This design comes from an exercise in tuning for small area on the open sky130 flow, not from production work. Where RTL was checked, it was by simulation tests only, not by an equivalence proof against the original.

==> wip/indigo <==
==> flow/design.v <==
`timescale 1ns / 1ps
module uart (
    input        clk,
    input        reset,
    input        br_tick,
    input        ph2,
    output       tx,
    output [7:0] rx_data,
    output       rx_done,
    input        rx
);
    localparam R_IDLE = 8'h14, R_START = 8'h78;
    reg [7:0] p;
    reg [7:0] rd;
    wire [3:0] pb = p[7:4];
    wire r_wait = (pb == 4'd1);            
    assign rx_done = r_wait & ~p[2];
    assign rx_data = rd;
    always @(posedge clk, posedge reset) begin
        if (reset) p <= R_IDLE;
        else if (r_wait) p <= rx ? R_IDLE : R_START;
        else if (br_tick) p <= p + 8'd1;
    end
    always @(posedge clk) begin
        if (br_tick & pb[3] & (p[3:0] == 4'hf)) rd <= {rx, rd[7:1]};
    end
    localparam T_IDLE = 8'h11, T_START = 8'h70;
    reg [7:0] q;
    reg [7:0] td;
    reg       z;
    wire [3:0] qb = q[7:4];
    wire t_idle = (qb == 4'd1) & q[0];
    wire t_load = t_idle & rx_done;
    always @(posedge clk, posedge reset) begin
        if (reset) q <= T_IDLE;
        else if (t_idle) begin
            if (rx_done) q <= T_START;
        end else if (br_tick) q <= q + 8'd1;
    end
    always @(posedge clk) begin
        if (t_load) begin
            td <= rd;
            z  <= ~rx;
        end
    end
    assign tx = (qb == 4'd7) ? (ph2 & (q[3:0] == 4'd0)) : qb[3] ? (td[qb[2:0]] & ~z) : 1'b1;
endmodule
`timescale 1ns / 1ps
module top_counter_up_down (
    input        clk,
    input        reset,
    output [3:0] fndCom,
    output [7:0] fndFont,
    output       tx,
    input        rx
);
    wire        br_tick, scan_tick, ph2;
    wire [7:0]  rx_data;
    wire        rx_done;
    wire        en, clear_cmd, mode;
    wire [15:0] bcd;
    tick_gen U_TickGen (
        .clk      (clk),
        .reset    (reset),
        .br_tick  (br_tick),
        .scan_tick(scan_tick),
        .ph2      (ph2)
    );
    uart U_uart (
        .clk    (clk),
        .reset  (reset),
        .br_tick(br_tick),
        .ph2    (ph2),
        .tx     (tx),
        .rx_data(rx_data),
        .rx_done(rx_done),
        .rx     (rx)
    );
    control_unit U_ControlUnit (
        .clk    (clk),
        .reset  (reset),
        .rx_data(rx_data),
        .rx_done(rx_done),
        .en       (en),
        .clear_cmd(clear_cmd),
        .mode     (mode)
    );
    counter_bcd U_Counter (
        .clk  (clk),
        .reset(reset),
        .en       (en),
        .clear_cmd(clear_cmd),
        .mode     (mode),
        .bcd  (bcd)
    );
    fndController U_FndController (
        .clk      (clk),
        .reset    (reset),
        .scan_tick(scan_tick),
        .bcd      (bcd),
        .fndCom   (fndCom),
        .fndFont  (fndFont)
    );
endmodule
module control_unit (
    input            clk,
    input            reset,
    input      [7:0] rx_data,
    input            rx_done,
    output reg       en,
    output           clear_cmd,
    output reg       mode
);
    wire hi   = (rx_data[7:6] == 2'b01);
    wire is_r = hi && (rx_data[4:0] == 5'b10010);
    wire is_c = hi && (rx_data[4:0] == 5'b00011);
    wire is_m = hi && (rx_data[4:0] == 5'b01101);
    assign clear_cmd = rx_done & is_c & ~en;
    always @(posedge clk, posedge reset) begin
        if (reset) begin
            en   <= 1'b0;
            mode <= 1'b0;
        end else begin
            if (rx_done && is_m) mode <= ~mode;
            if (rx_done && is_r) en <= ~en;
        end
    end
endmodule
module counter_bcd (
    input             clk,
    input             reset,
    input             en,
    input             clear_cmd,
    input             mode,
    output reg [15:0] bcd
);
    reg [4:0] div;
    wire tick  = &div;
    wire clear = (div == 5'd0);
    always @(posedge clk, posedge reset) begin
        if (reset) begin
            div <= 5'd6;
        end else if (clear) begin
            div <= 5'd6;
        end else if (clear_cmd) begin
            div <= 5'd0;
        end else if (en) begin
            div <= (div + 5'd1) | {2'b00, {3{tick}}};
        end
    end
    wire step = en & tick;
    wire [3:0] t0, t1, t2, t3;
    wire c1, c2, c3, c4;
    bcd_digit_t U_D0 (.d(bcd[3:0]),   .dn(mode), .ci(step), .t(t0), .co(c1));
    bcd_digit_t U_D1 (.d(bcd[7:4]),   .dn(mode), .ci(c1),   .t(t1), .co(c2));
    bcd_digit_t U_D2 (.d(bcd[11:8]),  .dn(mode), .ci(c2),   .t(t2), .co(c3));
    bcd_digit_t U_D3 (.d(bcd[15:12]), .dn(mode), .ci(c3),   .t(t3), .co(c4));
    always @(posedge clk, posedge reset) begin
        if (reset) begin
            bcd <= 16'd0;
        end else if (clear) begin
            bcd <= 16'd0;
        end else begin
            bcd <= bcd ^ {t3, t2, t1, t0};
        end
    end
endmodule
module bcd_digit_t (
    input  [3:0] d,
    input        dn,
    input        ci,
    output [3:0] t,
    output       co
);
    wire [2:0] e = d[2:0] ^ {3{dn}};
    wire term = dn ? ~(d[3] | d[2] | d[1] | d[0]) : (d[3] & d[0]);
    assign co   = ci & term;
    assign t[0] = ci;
    assign t[1] = ci & e[0] & ~term;
    assign t[2] = ci & e[0] & e[1] & ~term;
    assign t[3] = ci & ((e[0] & e[1] & e[2]) | term);
endmodule
`timescale 1ns / 1ps
module tick_gen (
    input  clk,
    input  reset,
    output br_tick,
    output scan_tick,
    output ph2
);
    reg [3:0] c;
    always @(posedge clk, posedge reset) begin
        if (reset) c <= 4'd15;
        else if (c == 4'd9) c <= 4'd0;
        else if (c == 4'd15) c <= 4'd1;
        else c <= c + 4'd1;
    end
    assign scan_tick = (c == 4'd0);
    assign br_tick   = (c == 4'd0) | (c == 4'd5);
    assign ph2       = (c == 4'd2) | (c == 4'd7);
endmodule
module fndController (
    input         clk,
    input         reset,
    input         scan_tick,
    input  [15:0] bcd,
    output [ 3:0] fndCom,
    output [ 7:0] fndFont
);
    reg [1:0] sel;
    always @(posedge clk, posedge reset) begin
        if (reset) sel <= 2'd0;
        else if (scan_tick) sel <= sel + 2'd1;
    end
    assign fndCom = ~(4'b0001 << sel);
    reg [3:0] dig;
    always @(*) begin
        case (sel)
            2'd0: dig = bcd[3:0];
            2'd1: dig = bcd[7:4];
            2'd2: dig = bcd[11:8];
            default: dig = bcd[15:12];
        endcase
    end
    wire w = dig[3], x = dig[2], y = dig[1], z = dig[0];
    wire a_off = (~w & ~x & ~y & z) | (x & ~y & ~z);
    wire b_off = x & (y ^ z);
    wire c_off = ~x & y & ~z;
    wire d_off = a_off | (x & y & z);
    wire e_off = z | (x & ~y);
    wire f_off = (y & z) | (~w & ~x & (y | z));
    wire g_off = (~w & ~x & ~y) | (x & y & z);
    wire ones_lt5 = ~bcd[3] & ~(bcd[2] & (bcd[1] | bcd[0]));
    wire dp = ~((sel == 2'd1) & ones_lt5);
    assign fndFont = {dp, g_off, f_off, e_off, d_off, c_off, b_off, a_off};
endmodule
==> flow/run.sh <==
#!/bin/bash
# synth_recipe.tcl (not shown) runs the flow's synth.tcl, then flattens the netlist and writes it again
# the make line also repeats each setting of config.mk as NAME=value (left out here)
make -C /OpenROAD-flow-scripts/flow DESIGN_CONFIG=/design/flow/config.mk WORK_HOME=/design/flow/orfs CLKGATE_MAP_FILE= SYNTH_SCRIPT=/design/flow/synth_recipe.tcl finish
==> flow/config.mk <==
export PLATFORM = sky130hd
export DESIGN_NAME = top_counter_up_down
export DESIGN_NICKNAME = top_counter_up_down
export VERILOG_FILES = /design/flow/design.v
export SDC_FILE = /design/flow/constraint.sdc
export NUM_CORES = 4
export LEC_CHECK = 0
export ABC_AREA = 1
export CAP_MARGIN = 20
export CORE_MARGIN = 2
export CORE_UTILIZATION = 70
export CTS_CLUSTER_DIAMETER = 500
export CTS_CLUSTER_SIZE = 100
export SLEW_MARGIN = 20
==> flow/constraint.sdc <==
create_clock -name core_clock -period 90.0 [get_ports {clk}]
set_input_delay 18.0000 -clock core_clock [delete_from_list [all_inputs] [get_ports {clk}]]
set_output_delay 18.0000 -clock core_clock [all_outputs]
set_load 0.01 [all_outputs]
==> wip/violet: changes against wip/indigo <==
==> flow/design.v (replaced) <==
`timescale 1ns / 1ps
module uart (
    input        clk,
    input        reset,
    input        br_tick,
    output       tx,
    output [7:0] rx_data,
    output       rx_done,
    input        rx
);
    reg [7:0] p;
    reg [7:0] rd;
    wire r_idle = (p == 8'd0);
    assign rx_done = (p == 8'd160);
    assign rx_data = rd;
    wire r_sample = br_tick & (p[3:0] == 4'hf) & (p[7:4] != 4'd0) & (p[7:4] != 4'd9);
    always @(posedge clk, posedge reset) begin
        if (reset) begin
            p <= 8'd0;
        end else if (r_idle | rx_done) begin
            p <= rx ? 8'd0 : 8'd8;
        end else if (br_tick) begin
            p <= p + 8'd1;
        end
    end
    always @(posedge clk) begin
        if ((r_idle | rx_done) & ~rx) rd <= 8'd0;
        else if (r_sample) rd <= {rx, rd[7:1]};
    end
    localparam T_DONE = 8'd160, T_IDLE = 8'd161, T_LOAD = 8'd255;
    reg [7:0] q;
    reg [7:0] td;
    wire t_frame = (q < 8'd160);
    wire t_shift = br_tick & (q[3:0] == 4'hf) & (q[7:4] != 4'd0) & (q[7:4] != 4'd9);
    always @(posedge clk, posedge reset) begin
        if (reset) begin
            q <= T_IDLE;
        end else if (q == T_IDLE) begin
            if (rx_done) q <= T_LOAD;
        end else if (q == T_LOAD) begin
            q <= 8'd0;
        end else if (q == T_DONE) begin
            q <= T_IDLE;
        end else if (br_tick) begin
            q <= q + 8'd1;
        end
    end
    always @(posedge clk) begin
        if (q == T_LOAD) td <= rd;
        else if (t_shift) td <= {1'b0, td[7:1]};
    end
    assign tx = (q[7:4] == 4'd0) ? 1'b0 : t_frame ? (q[7:4] == 4'd9 ? 1'b1 : td[0]) : 1'b1;
endmodule
`timescale 1ns / 1ps
module top_counter_up_down (
    input        clk,
    input        reset,
    output [3:0] fndCom,
    output [7:0] fndFont,
    output       tx,
    input        rx
);
    wire        br_tick, scan_tick;
    wire [7:0]  rx_data;
    wire        rx_done;
    wire        en, clear, mode;
    wire [15:0] bcd;
    tick_gen U_TickGen (
        .clk      (clk),
        .reset    (reset),
        .br_tick  (br_tick),
        .scan_tick(scan_tick)
    );
    uart U_uart (
        .clk    (clk),
        .reset  (reset),
        .br_tick(br_tick),
        .tx     (tx),
        .rx_data(rx_data),
        .rx_done(rx_done),
        .rx     (rx)
    );
    control_unit U_ControlUnit (
        .clk    (clk),
        .reset  (reset),
        .rx_data(rx_data),
        .rx_done(rx_done),
        .en     (en),
        .clear  (clear),
        .mode   (mode)
    );
    counter_bcd U_Counter (
        .clk  (clk),
        .reset(reset),
        .en   (en),
        .clear(clear),
        .mode (mode),
        .bcd  (bcd)
    );
    fndController U_FndController (
        .clk      (clk),
        .reset    (reset),
        .scan_tick(scan_tick),
        .bcd      (bcd),
        .fndCom   (fndCom),
        .fndFont  (fndFont)
    );
endmodule
module control_unit (
    input            clk,
    input            reset,
    input      [7:0] rx_data,
    input            rx_done,
    output           en,
    output           clear,
    output reg       mode
);
    localparam STOP = 2'd0, RUN = 2'd1, CLEAR = 2'd2;
    reg [1:0] state;
    wire hi  = (rx_data[7:6] == 2'b01);
    wire is_r = hi && (rx_data[4:0] == 5'b10010);
    wire is_c = hi && (rx_data[4:0] == 5'b00011);
    wire is_m = hi && (rx_data[4:0] == 5'b01101);
    assign en    = (state == RUN);
    assign clear = (state == CLEAR);
    always @(posedge clk, posedge reset) begin
        if (reset) begin
            state <= STOP;
            mode  <= 1'b0;
        end else begin
            if (rx_done && is_m) mode <= ~mode;
            case (state)
                STOP: begin
                    if (rx_done && is_r) state <= RUN;
                    else if (rx_done && is_c) state <= CLEAR;
                end
                RUN: if (rx_done && is_r) state <= STOP;
                default: state <= STOP;
            endcase
        end
    end
endmodule
module counter_bcd (
    input             clk,
    input             reset,
    input             en,
    input             clear,
    input             mode,
    output reg [15:0] bcd
);
    reg [4:0] div;
    wire tick = (div == 5'd25);
    always @(posedge clk, posedge reset) begin
        if (reset) begin
            div <= 5'd0;
        end else if (clear) begin
            div <= 5'd0;
        end else if (en) begin
            div <= tick ? 5'd1 : div + 5'd1;
        end
    end
    wire step = en & tick;
    wire [3:0] d0 = bcd[3:0], d1 = bcd[7:4], d2 = bcd[11:8], d3 = bcd[15:12];
    wire l0 = mode ? (d0 == 4'd0) : (d0 == 4'd9);
    wire l1 = mode ? (d1 == 4'd0) : (d1 == 4'd9);
    wire l2 = mode ? (d2 == 4'd0) : (d2 == 4'd9);
    function [3:0] nxt(input [3:0] d, input dn);
        if (dn) nxt = (d == 4'd0) ? 4'd9 : d - 4'd1;
        else    nxt = (d == 4'd9) ? 4'd0 : d + 4'd1;
    endfunction
    always @(posedge clk, posedge reset) begin
        if (reset) begin
            bcd <= 16'd0;
        end else if (clear) begin
            bcd <= 16'd0;
        end else if (step) begin
            bcd[3:0] <= nxt(d0, mode);
            if (l0) bcd[7:4] <= nxt(d1, mode);
            if (l0 & l1) bcd[11:8] <= nxt(d2, mode);
            if (l0 & l1 & l2) bcd[15:12] <= nxt(d3, mode);
        end
    end
endmodule
`timescale 1ns / 1ps
module tick_gen (
    input  clk,
    input  reset,
    output br_tick,
    output scan_tick
);
    reg [3:0] c;
    always @(posedge clk, posedge reset) begin
        if (reset) c <= 4'd15;
        else if (c == 4'd9) c <= 4'd0;
        else if (c == 4'd15) c <= 4'd1;
        else c <= c + 4'd1;
    end
    assign scan_tick = (c == 4'd0);
    assign br_tick   = (c == 4'd0) | (c == 4'd5);
endmodule
module fndController (
    input         clk,
    input         reset,
    input         scan_tick,
    input  [15:0] bcd,
    output [ 3:0] fndCom,
    output [ 7:0] fndFont
);
    reg [1:0] sel;
    always @(posedge clk, posedge reset) begin
        if (reset) sel <= 2'd0;
        else if (scan_tick) sel <= sel + 2'd1;
    end
    assign fndCom = ~(4'b0001 << sel);
    reg [3:0] dig;
    always @(*) begin
        case (sel)
            2'd0: dig = bcd[3:0];
            2'd1: dig = bcd[7:4];
            2'd2: dig = bcd[11:8];
            default: dig = bcd[15:12];
        endcase
    end
    wire w = dig[3], x = dig[2], y = dig[1], z = dig[0];
    wire a_off = (~w & ~x & ~y & z) | (x & ~y & ~z);
    wire b_off = x & (y ^ z);
    wire c_off = ~x & y & ~z;
    wire d_off = a_off | (x & y & z);
    wire e_off = z | (x & ~y);
    wire f_off = (y & z) | (~w & ~x & (y | z));
    wire g_off = (~w & ~x & ~y) | (x & y & z);
    wire ones_lt5 = ~bcd[3] & ~(bcd[2] & (bcd[1] | bcd[0]));
    wire dp = ~((sel == 2'd1) & ones_lt5);
    assign fndFont = {dp, g_off, f_off, e_off, d_off, c_off, b_off, a_off};
endmodule
ABC_AREA = not set   (was 1)
CORE_UTILIZATION = 40   (was 70)
CTS_CLUSTER_DIAMETER = not set   (was 500)
CTS_CLUSTER_SIZE = not set   (was 100)
==> wip/yarrow: changes against wip/indigo <==
--- a/flow/design.v
+++ b/flow/design.v
@@ -3,7 +3,6 @@
     input        clk,
     input        reset,
     input        br_tick,
-    input        ph2,
     output       tx,
     output [7:0] rx_data,
     output       rx_done,
@@ -24,18 +23,18 @@
     always @(posedge clk) begin
         if (br_tick & pb[3] & (p[3:0] == 4'hf)) rd <= {rx, rd[7:1]};
     end
-    localparam T_IDLE = 8'h11, T_START = 8'h70;
+    localparam T_DONE = 8'h10, T_IDLE = 8'h11, T_LOAD = 8'h6f;
     reg [7:0] q;
     reg [7:0] td;
     reg       z;
     wire [3:0] qb = q[7:4];
-    wire t_idle = (qb == 4'd1) & q[0];
+    wire t_idle = (q == T_IDLE);
     wire t_load = t_idle & rx_done;
     always @(posedge clk, posedge reset) begin
         if (reset) q <= T_IDLE;
         else if (t_idle) begin
-            if (rx_done) q <= T_START;
-        end else if (br_tick) q <= q + 8'd1;
+            if (rx_done) q <= T_LOAD;
+        end else if (q == T_LOAD || q == T_DONE || br_tick) q <= q + 8'd1;
     end
     always @(posedge clk) begin
         if (t_load) begin
@@ -43,7 +42,7 @@
             z  <= ~rx;
         end
     end
-    assign tx = (qb == 4'd7) ? (ph2 & (q[3:0] == 4'd0)) : qb[3] ? (td[qb[2:0]] & ~z) : 1'b1;
+    assign tx = (qb == 4'd7) ? 1'b0 : qb[3] ? (td[qb[2:0]] & ~z) : 1'b1;
 endmodule
 `timescale 1ns / 1ps
 module top_counter_up_down (
@@ -54,23 +53,21 @@
     output       tx,
     input        rx
 );
-    wire        br_tick, scan_tick, ph2;
+    wire        br_tick, scan_tick;
     wire [7:0]  rx_data;
     wire        rx_done;
-    wire        en, clear_cmd, mode;
+    wire        en, clear, mode;
     wire [15:0] bcd;
     tick_gen U_TickGen (
         .clk      (clk),
         .reset    (reset),
         .br_tick  (br_tick),
-        .scan_tick(scan_tick),
-        .ph2      (ph2)
+        .scan_tick(scan_tick)
     );
     uart U_uart (
         .clk    (clk),
         .reset  (reset),
         .br_tick(br_tick),
-        .ph2    (ph2),
         .tx     (tx),
         .rx_data(rx_data),
         .rx_done(rx_done),
@@ -81,16 +78,16 @@
         .reset  (reset),
         .rx_data(rx_data),
         .rx_done(rx_done),
-        .en       (en),
-        .clear_cmd(clear_cmd),
-        .mode     (mode)
+        .en     (en),
+        .clear  (clear),
+        .mode   (mode)
     );
     counter_bcd U_Counter (
         .clk  (clk),
         .reset(reset),
-        .en       (en),
-        .clear_cmd(clear_cmd),
-        .mode     (mode),
+        .en   (en),
+        .clear(clear),
+        .mode (mode),
         .bcd  (bcd)
     );
     fndController U_FndController (
@@ -107,22 +104,32 @@
     input            reset,
     input      [7:0] rx_data,
     input            rx_done,
-    output reg       en,
-    output           clear_cmd,
+    output           en,
+    output           clear,
     output reg       mode
 );
-    wire hi   = (rx_data[7:6] == 2'b01);
+    localparam STOP = 2'd0, RUN = 2'd1, CLEAR = 2'd2;
+    reg [1:0] state;
+    wire hi  = (rx_data[7:6] == 2'b01);
     wire is_r = hi && (rx_data[4:0] == 5'b10010);
     wire is_c = hi && (rx_data[4:0] == 5'b00011);
     wire is_m = hi && (rx_data[4:0] == 5'b01101);
-    assign clear_cmd = rx_done & is_c & ~en;
+    assign en    = (state == RUN);
+    assign clear = (state == CLEAR);
     always @(posedge clk, posedge reset) begin
         if (reset) begin
-            en   <= 1'b0;
-            mode <= 1'b0;
+            state <= STOP;
+            mode  <= 1'b0;
         end else begin
             if (rx_done && is_m) mode <= ~mode;
-            if (rx_done && is_r) en <= ~en;
+            case (state)
+                STOP: begin
+                    if (rx_done && is_r) state <= RUN;
+                    else if (rx_done && is_c) state <= CLEAR;
+                end
+                RUN: if (rx_done && is_r) state <= STOP;
+                default: state <= STOP;
+            endcase
         end
     end
 endmodule
@@ -130,20 +137,17 @@
     input             clk,
     input             reset,
     input             en,
-    input             clear_cmd,
+    input             clear,
     input             mode,
     output reg [15:0] bcd
 );
     reg [4:0] div;
-    wire tick  = &div;
-    wire clear = (div == 5'd0);
+    wire tick = &div;
     always @(posedge clk, posedge reset) begin
         if (reset) begin
             div <= 5'd6;
         end else if (clear) begin
             div <= 5'd6;
-        end else if (clear_cmd) begin
-            div <= 5'd0;
         end else if (en) begin
             div <= (div + 5'd1) | {2'b00, {3{tick}}};
         end
@@ -185,8 +189,7 @@
     input  clk,
     input  reset,
     output br_tick,
-    output scan_tick,
-    output ph2
+    output scan_tick
 );
     reg [3:0] c;
     always @(posedge clk, posedge reset) begin
@@ -197,7 +200,6 @@
     end
     assign scan_tick = (c == 4'd0);
     assign br_tick   = (c == 4'd0) | (c == 4'd5);
-    assign ph2       = (c == 4'd2) | (c == 4'd7);
 endmodule
 module fndController (
     input         clk,
CORE_UTILIZATION = 80   (was 70)
CTS_CLUSTER_DIAMETER = not set   (was 500)
CTS_CLUSTER_SIZE = not set   (was 100)
==> wip/xenon: changes against wip/indigo <==
CTS_BUF_LIST = sky130_fd_sc_hd__clkbuf_4   (was not set)
CTS_CLUSTER_DIAMETER = not set   (was 500)
CTS_CLUSTER_SIZE = not set   (was 100)
==> results.json <==
{
  "synth_cell_types": 42,
  "max-vdd-ir-drop_mv": 0.0128,
  "worst_pin_slew_ns": 0.632,
  "r2r_end": "U_Counter.bcd[10]",
  "grtUsageMet1_pct": 52.4,
  "slew_headroom_pct": 57.7,
  "final_cell_count_no_fill": 526,
  "grt_max_degree": 47,
  "holdPathStages": 0,
  "dp_cells": 510,
  "final_core_util_pct": 91.8,
  "outcome": "no timing/DRC/antenna violations",
  "synth_xor_area_share_pct": 2.60,
  "r2r-start": "U_Counter.div[1]"
}
-- figures above: wip/yarrow

==> results.json <==
{
  "final_cell_count_no_fill": 570,
  "max-vdd-ir-drop_mv": 0.00965,
  "synth_cell_types": 66,
  "holdPathStages": 2,
  "grt_max_degree": 47,
  "final_core_util_pct": 44.8,
  "dp_cells": 554,
  "slew_headroom_pct": 29.3,
  "worst_pin_slew_ns": 1.05,
  "synth_xor_area_share_pct": 4.75,
  "outcome": "no timing/DRC/antenna violations"
}
-- figures above: wip/violet

==> results.json <==
{
  "outcome": "no timing/DRC/antenna violations",
  "worst_pin_slew_ns": 0.724,
  "final_cell_count_no_fill": 541,
  "r2r_end": "U_uart.rd[5]",
  "synth_cell_types": 35,
  "final_core_util_pct": 79.3,
  "grt_max_degree": 46,
  "grtUsageMet1_pct": 33.7,
  "max-vdd-ir-drop_mv": 0.0178
}
-- figures above: wip/indigo

==> results.json <==
{
  "outcome": "no timing/DRC/antenna violations",
  "synth_cell_types": 35,
  "r2r_end": "U_Counter.bcd[9]",
  "holdPathStages": 0,
  "max-vdd-ir-drop_mv": 0.0182,
  "final_cell_count_no_fill": 541,
  "r2r-start": "U_Counter.div[1]",
  "grtUsageMet1_pct": 33.2,
  "synth_xor_area_share_pct": 3.87,
  "grt_max_degree": 46,
  "final_core_util_pct": 78.0
}
-- figures above: wip/xenon

No functional check of the RTL was part of wip/indigo, wip/yarrow and wip/xenon.

-- what the ideal ports hide --
Ports are ideal in the flow. The routed layouts listed here were re-timed in OpenROAD. Step 1 sets driving cells, clkbuf_16 on the clock port and buf_2 on the other inputs (assumed; they add their load-dependent delay and slew). Step 2 times the ports against the registers' clock, not the clock port: input delays grow and output delays shrink by t, the midpoint of the rising clock arrivals with the driver on. Three values: no drivers, after step 1, after step 2; two values: the first two.
run	shift t [ns]	setup slack, ns	cell pins on the clock port's net
wip/indigo	0.369	69.282 / 69.257 / 69.627	1
wip/violet	0.367	69.245 / 69.215 / 69.582	1
wip/yarrow	0.382	69.181 / 69.154 / 69.536	1
wip/xenon	0.437	69.202 / 69.178 / 69.615	1
After both steps setup and hold are still met in every run listed.
